Source: an optimization exercise on an open RTL-to-GDS flow (aim: small area and a short achievable clock period). Production flows keep margins and buffers that such runs may drop.
The RTL was checked by simulation tests, not by an equivalence proof against the original design.
Power is estimated from default activity; no workload was simulated.

## cordic
module cordic (
    input clk,
    input rst_n,
    input start,
    input [15:0] angle,
    output reg [15:0] cos,
    output reg [15:0] sin
);
    reg [16:0] r;
    reg [3:0] cnt;
    wire d = ~r[16];
    wire idle = cnt[3] & cnt[2] & cnt[1];
    reg [14:0] e;
    always @(*) begin
        case (cnt)
            4'd0:  e = 15'h6487;
            4'd1:  e = 15'h3B58;
            4'd2:  e = 15'h1F5B;
            4'd3:  e = 15'h0FEA;
            4'd4:  e = 15'h07FD;
            4'd5:  e = 15'h03FF;
            4'd6:  e = 15'h01FF;
            4'd7:  e = 15'h00FF;
            4'd8:  e = 15'h007F;
            4'd9:  e = 15'h003F;
            4'd10: e = 15'h001F;
            4'd11: e = 15'h000F;
            4'd12: e = 15'h0007;
            4'd13: e = 15'h0003;
            default: e = 15'h0000;
        endcase
    end
    wire [15:0] tc_sh = sin >> cnt;
    wire [15:0] ts_sh = cos >> cnt;
  ...
Size: ~53 flip-flops, ~0.0054 mm2 of cells after synthesis.
==> flow/config.mk <==
export PLATFORM = sky130hd
export DESIGN_NAME = cordic
export DESIGN_NICKNAME = cordic
export VERILOG_FILES = /design/flow/design.v
export SDC_FILE = /design/flow/constraint.sdc
export NUM_CORES = 4
export LEC_CHECK = 0
export ABC_AREA = 1
export CAP_MARGIN = 20
export CORE_MARGIN = 2
export CORE_UTILIZATION = 40
export SLEW_MARGIN = 20
==> flow/constraint.sdc <==
create_clock -name core_clock -period 16.0 [get_ports {clk}]
set_input_delay 3.2000 -clock core_clock [delete_from_list [all_inputs] [get_ports {clk}]]
set_output_delay 3.2000 -clock core_clock [all_outputs]
set_load 0.01 [all_outputs]
standard.sh (not shown) runs the stock make flow with config.mk's settings and CLKGATE_MAP_FILE= SYNTH_SCRIPT=/design/flow/synth_recipe.tcl, a recipe that flattens the netlist after the stock synthesis.
==> flow/flow/run.sh <==
#!/bin/bash
# Standard layout, with repair_timing aiming for extra setup slack so that the
# achieved period, not just the 16 ns clock, is optimised.
set -euo pipefail
bash standard.sh SETUP_SLACK_MARGIN=12.5 finish > standard_flow.log 2>&1
The first run finished with timing, DRC and antenna clean.
Edit:
--- a/flow/flow/run.sh
+++ b/flow/flow/run.sh
@@ -5 +5 @@
-bash standard.sh SETUP_SLACK_MARGIN=12.5 finish > standard_flow.log 2>&1
+bash standard.sh SETUP_SLACK_MARGIN=11.5 finish > standard_flow.log 2>&1
ABC_AREA = unset   (was 1)
The new run passed the timing, design-rule and antenna checks.
Global-route usage fell by 1.9 points.
Synthesized area rose by 0.60%.
Routed wire length goes down by 8.4%.
Setup slack gets worse by 0.50 ns.
First-iteration DRC count fell by 17%.
Clock-buffer cell count does not change.
Edit:
--- a/flow/flow/run.sh
+++ b/flow/flow/run.sh
@@ -5 +5 @@
-bash standard.sh SETUP_SLACK_MARGIN=11.5 finish > standard_flow.log 2>&1
+bash standard.sh SETUP_SLACK_MARGIN=12.0 finish > standard_flow.log 2>&1
ABC_AREA = 1   (was unset)
Synthesized area went down by 0.60%.
Count of clock-buffer cells in the layout is higher by 1.
Worst setup slack is better by 0.51 ns.
Clock skew decreases by 0.0056 ns.
Wire length grows by 3.3%.
Final area goes down by 0.45%.
Non-clock buffer count climbs by 30.
Critical path depth is lower by 19.
Worst hold slack gets worse by 0.091 ns.
Edit:
==> flow/run.sh (new file) <==
#!/bin/bash
# synth_recipe.tcl (not shown) runs the flow's synth.tcl, then flattens the netlist and writes it again
# the make line also repeats each setting of config.mk as NAME=value (left out here)
make -C /OpenROAD-flow-scripts/flow DESIGN_CONFIG=/design/flow/config.mk WORK_HOME=/design/flow/orfs CLKGATE_MAP_FILE= SYNTH_SCRIPT=/design/flow/synth_recipe.tcl finish
ABC_AREA = unset   (was 1)
removed: flow/flow/run.sh
removed: flow/standard.sh
Outcome: The new run completed with no timing, DRC or antenna violations; worst setup slack degrades by 1.9 ns; fmax goes down by 32%; synthesized cell count goes down by 24%; die area goes up by 0.58%; wire length goes down by 12%.

========
The RTL this note starts from:
==> flow/design.v <==
module add_bk #(parameter N = 16) (
    input  [N-1:0] a,
    input  [N-1:0] b,
    input          ci,
    output [N-1:0] s
);
    localparam L = (N <= 2) ? 1 : (N <= 4) ? 2 : (N <= 8) ? 3 : (N <= 16) ? 4 : (N <= 32) ? 5 : 6;
    wire [N-1:0] p0 = a ^ b;
    wire [N-1:0] g0 = a & b;
    wire [N*2*L-1:0] G;
    wire [N*2*L-1:0] P;
    assign G[N-1:0] = {g0[N-1:1], g0[0] | (p0[0] & ci)};
    assign P[N-1:0] = p0;
    genvar l, i;
    generate
        for (l = 0; l < L; l = l + 1) begin : up
            for (i = 0; i < N; i = i + 1) begin : bt
                if (((i + 1) % (2 << l)) == 0) begin : node
                    assign G[(l+1)*N+i] = G[l*N+i] | (P[l*N+i] & G[l*N+i-(1<<l)]);
                    assign P[(l+1)*N+i] = P[l*N+i] & P[l*N+i-(1<<l)];
                end else begin : pass
                    assign G[(l+1)*N+i] = G[l*N+i];
                    assign P[(l+1)*N+i] = P[l*N+i];
                end
            end
        end
        for (l = L - 2; l >= 0; l = l - 1) begin : down
            for (i = 0; i < N; i = i + 1) begin : bt
                if (((i + 1) % (2 << l)) == (1 << l) && i >= (2 << l)) begin : node
                    assign G[(2*L-1-l)*N+i] = G[(2*L-2-l)*N+i] | (P[(2*L-2-l)*N+i] & G[(2*L-2-l)*N+i-(1<<l)]);
                    assign P[(2*L-1-l)*N+i] = P[(2*L-2-l)*N+i] & P[(2*L-2-l)*N+i-(1<<l)];
                end else begin : pass
                    assign G[(2*L-1-l)*N+i] = G[(2*L-2-l)*N+i];
                    assign P[(2*L-1-l)*N+i] = P[(2*L-2-l)*N+i];
                end
            end
        end
    endgenerate
    wire [N-1:0] gf = G[(2*L-1)*N +: N];
    assign s = p0 ^ {gf[N-2:0], ci};
endmodule
module add_sk #(parameter N = 16) (
    input  [N-1:0] a,
    input  [N-1:0] b,
    input          ci,
    output [N-1:0] s
);
    localparam L = (N <= 2) ? 1 : (N <= 4) ? 2 : (N <= 8) ? 3 : (N <= 16) ? 4 : (N <= 32) ? 5 : 6;
    wire [N-1:0] p0 = a ^ b;
    wire [N-1:0] g0 = a & b;
    wire [N*(L+1)-1:0] G;
    wire [N*(L+1)-1:0] P;
    assign G[N-1:0] = {g0[N-1:1], g0[0] | (p0[0] & ci)};
    assign P[N-1:0] = p0;
    genvar l, i;
    generate
        for (l = 0; l < L; l = l + 1) begin : lv
            for (i = 0; i < N; i = i + 1) begin : bt
                if ((i >> l) % 2 == 1) begin : node
                    assign G[(l+1)*N+i] = G[l*N+i] | (P[l*N+i] & G[l*N+((i>>l)<<l)-1]);
                    assign P[(l+1)*N+i] = P[l*N+i] & P[l*N+((i>>l)<<l)-1];
                end else begin : pass
                    assign G[(l+1)*N+i] = G[l*N+i];
                    assign P[(l+1)*N+i] = P[l*N+i];
                end
            end
        end
    endgenerate
    wire [N-1:0] gf = G[L*N +: N];
    assign s = p0 ^ {gf[N-2:0], ci};
endmodule
module add_rc #(parameter N = 16) (
    input  [N-1:0] a,
    input  [N-1:0] b,
    input          ci,
    output [N-1:0] s
);
    wire [N:0] c;
    assign c[0] = ci;
    genvar i;
    generate
        for (i = 0; i < N; i = i + 1) begin : bt
            assign c[i+1] = (a[i] & b[i]) | (c[i] & (a[i] ^ b[i]));
        end
    endgenerate
    assign s = a ^ b ^ c[N-1:0];
endmodule
module cordic (
    input clk,
    input rst_n,
    input start,
    input [15:0] angle,
    output reg [15:0] cos,
    output reg [15:0] sin
);
    reg [16:0] r;
    reg [3:0] cnt;
    wire d = ~r[16];
    wire idle = cnt[3] & cnt[2] & cnt[1];
    reg [14:0] e;
    always @(*) begin
        case (cnt)
            4'd0:  e = 15'h6487;
            4'd1:  e = 15'h3B58;
            4'd2:  e = 15'h1F5B;
            4'd3:  e = 15'h0FEA;
            4'd4:  e = 15'h07FD;
            4'd5:  e = 15'h03FF;
            4'd6:  e = 15'h01FF;
            4'd7:  e = 15'h00FF;
            4'd8:  e = 15'h007F;
            4'd9:  e = 15'h003F;
            4'd10: e = 15'h001F;
            4'd11: e = 15'h000F;
            4'd12: e = 15'h0007;
            4'd13: e = 15'h0003;
            default: e = 15'h0000;
        endcase
    end
    wire [15:0] tc_sh = sin >> cnt;
    wire [15:0] ts_sh = cos >> cnt;
    wire [15:0] tc = {tc_sh[15:2], tc_sh[1:0] & {2{~idle}}};
    wire [15:0] ts = {ts_sh[15:2], ts_sh[1:0] & {2{~idle}}};
    wire [15:0] new_cos;
    wire [15:0] new_sin;
    wire [16:0] new_r;
    add_bk #(16) i_add_c (.a(cos), .b(tc ^ {16{d}}), .ci(d), .s(new_cos));
    add_bk #(16) i_add_s (.a(sin), .b(ts ^ {16{~d}}), .ci(~d), .s(new_sin));
    add_bk #(17) i_add_r (.a(r), .b({2'b00, e} ^ {17{d}}), .ci(d), .s(new_r));
    wire lo = (cnt == 4'd0) && (r[15:0] < 16'd2516);
    always @(posedge clk) begin
        if (start) begin
            cos <= 16'h4DBA;
            sin <= 16'h0000;
            r <= {1'b0, angle};
        end else begin
            cos <= new_cos;
            sin <= new_sin;
            r <= {new_r[16], new_r[15] & ~lo, new_r[14:0]};
        end
    end
    always @(posedge clk or negedge rst_n) begin
        if (!rst_n)
            cnt <= 4'hF;
        else if (start)
            cnt <= 4'h0;
        else if (cnt != 4'hF)
            cnt <= cnt + 4'h1;
    end
endmodule
==> flow/config.mk <==
export PLATFORM = sky130hd
export DESIGN_NAME = cordic
export DESIGN_NICKNAME = cordic
export VERILOG_FILES = /design/flow/design.v
export SDC_FILE = /design/flow/constraint.sdc
export NUM_CORES = 4
export LEC_CHECK = 0
export ABC_AREA = 1
export CAP_MARGIN = 20
export CORE_MARGIN = 2
export CORE_UTILIZATION = 40
export SLEW_MARGIN = 20
==> flow/constraint.sdc <==
create_clock -name core_clock -period 16.0 [get_ports {clk}]
set_input_delay 3.2000 -clock core_clock [delete_from_list [all_inputs] [get_ports {clk}]]
set_output_delay 3.2000 -clock core_clock [all_outputs]
set_load 0.01 [all_outputs]
==> flow/flow/run.sh <==
#!/bin/bash
# Standard layout, with repair_timing aiming for extra setup slack so that the
# achieved period, not just the 16 ns clock, is optimised, and plain buffers
# (instead of delay cells) on the ports.
set -euo pipefail
bash standard.sh SETUP_SLACK_MARGIN=11.7 'BUFFER_PORTS_ARGS=-buffer_cell sky130_fd_sc_hd__buf_2' finish > standard_flow.log 2>&1
The first run completed without violations.
Next try:
==> flow/flow/run.sh (replaced) <==
#!/bin/bash
# The standard layout with these changes:
#  - synthesis: no full/half-adder cell extraction (ADDER_MAP_FILE empty), so
#    ABC sees whole register-to-register paths, and ABC maps with a
#    delay-constrained area-recovering script (flow/abc_map.script) instead
#    of ORFS's; the rest of the standard synthesis script, including the
#    flip-flop mapping, flattening and renaming, is unchanged;
#  - repair_timing aims for extra setup slack (SETUP_SLACK_MARGIN) so that
#    the achieved period, not just the 16 ns clock, is optimised;
#  - the ports get plain buffers (buf_2) instead of delay cells.
set -euo pipefail
here=$(pwd)
{
  head -n 1 synth_recipe.tcl
  cat <<EOT
proc abc {args} {
  set i [lsearch -exact \$args -script]
  if {\$i >= 0} { set args [lreplace \$args [expr {\$i + 1}] [expr {\$i + 1}] $here/flow/abc_map.script] }
  yosys abc {*}\$args
}
EOT
  tail -n +2 synth_recipe.tcl
} > synth_map.tcl
bash standard.sh SYNTH_SCRIPT="$here/synth_map.tcl" ADDER_MAP_FILE= SETUP_SLACK_MARGIN=11.8 \
  'BUFFER_PORTS_ARGS=-buffer_cell sky130_fd_sc_hd__buf_2' finish > standard_flow.log 2>&1
==> flow/flow/abc_map.script (new file) <==
strash
dch
map -D 1750
topo
Effect:
- worst hold slack got worse by 0.014 ns
- power fell by 4.4%
- non-clock buffer count stays the same
- via count rose by 13%
- core utilization rose by 1.8 points
- cell count rose by about 10%
- sequential cell count does not change
- clock power rose by about 4%
- design area fell by about 1.4%
Next try:
==> flow/flow/abc_map.script (replaced) <==
strash
dch
map -D 2500
topo
After rerunning: Wire length came out lower by 3.6%. Global-route usage decreases by 0.80 points. Design area drops by 2.6%. Synthesized cell count goes down by 9.3%. Cell count is lower by 8.0%. Non-clock buffer count came out higher by 17. Total power goes up by 3.1%.
Next try:
==> flow/flow/run.sh (replaced) <==
#!/bin/bash
# Standard layout, with repair_timing aiming for extra setup slack so that the
# achieved period, not just the 16 ns clock, is optimised, and plain buffers
# (instead of delay cells) on the ports.
set -euo pipefail
bash standard.sh SETUP_SLACK_MARGIN=11.8 'BUFFER_PORTS_ARGS=-buffer_cell sky130_fd_sc_hd__buf_2' finish > standard_flow.log 2>&1
Settings changed: GPL_TIMING_DRIVEN set to 1.
removed: flow/flow/abc_map.script
The changed run produced a clean layout.
Global-route usage fell by 1.3 points.
Combinational power rose by 2.8%.
First-iteration DRC count fell by 37%.
Utilization fell by 3.4 points.
Wire length rose by 2.0%.
Clock skew is about the same.
Via count fell by 2.9%.
Clock power fell by about 10%.

static timing again, ports no longer ideal:
How much do the figures lean on ideal ports? The routed layouts below were timed once more, with nothing changed but the port constraints. Step 1, drivers: a clkbuf_16 drives clk and a buf_2 each remaining input, both assumed. Step 2 also shifts input and output timing later by t, the mid clock arrival at the registers, as if the neighbouring blocks saw the same clock. a / b / c = no drivers / after step 1 / after step 2; a / b = the first two.
| run | shift t [ns] | slack for setup (ns) | worst setup path at the end | latest minus earliest clock arrival (ns) |
|---|---|---|---|---|
| the first run of note 1 | 0.357 | 12.019 / 11.973 / 12.085 | input to register | 0.005 / 0.005 |
| the second run of note 1 | 0.351 | 11.514 / 11.476 / 11.514 | register to register | 0.012 / 0.012 |
| the third run of note 1 | 0.345 | 12.020 / 11.980 / 11.772 | input to register | 0.006 / 0.005 |
| the fourth run of note 1 | 0.342 | 10.126 / 10.126 / 10.126 | register to register | 0.010 / 0.010 |
| the first run of note 2 | 0.347 | 11.814 / 11.775 / 11.675 | input to register | 0.009 / 0.009 |
| the second run of note 2 | 0.349 | 11.862 / 11.824 / 11.636 | input to register | 0.010 / 0.011 |
| the third run of note 2 | 0.353 | 11.876 / 11.833 / 11.760 | input to register | 0.007 / 0.007 |
| the fourth run of note 2 | 0.346 | 11.879 / 11.839 / 11.671 | input to register | 0.009 / 0.008 |
After both steps every run listed still meets setup and hold. For the third run of note 1, which loses most, drivers alone change the setup slack by -0.040 ns; drivers and shift together by -0.248 ns.
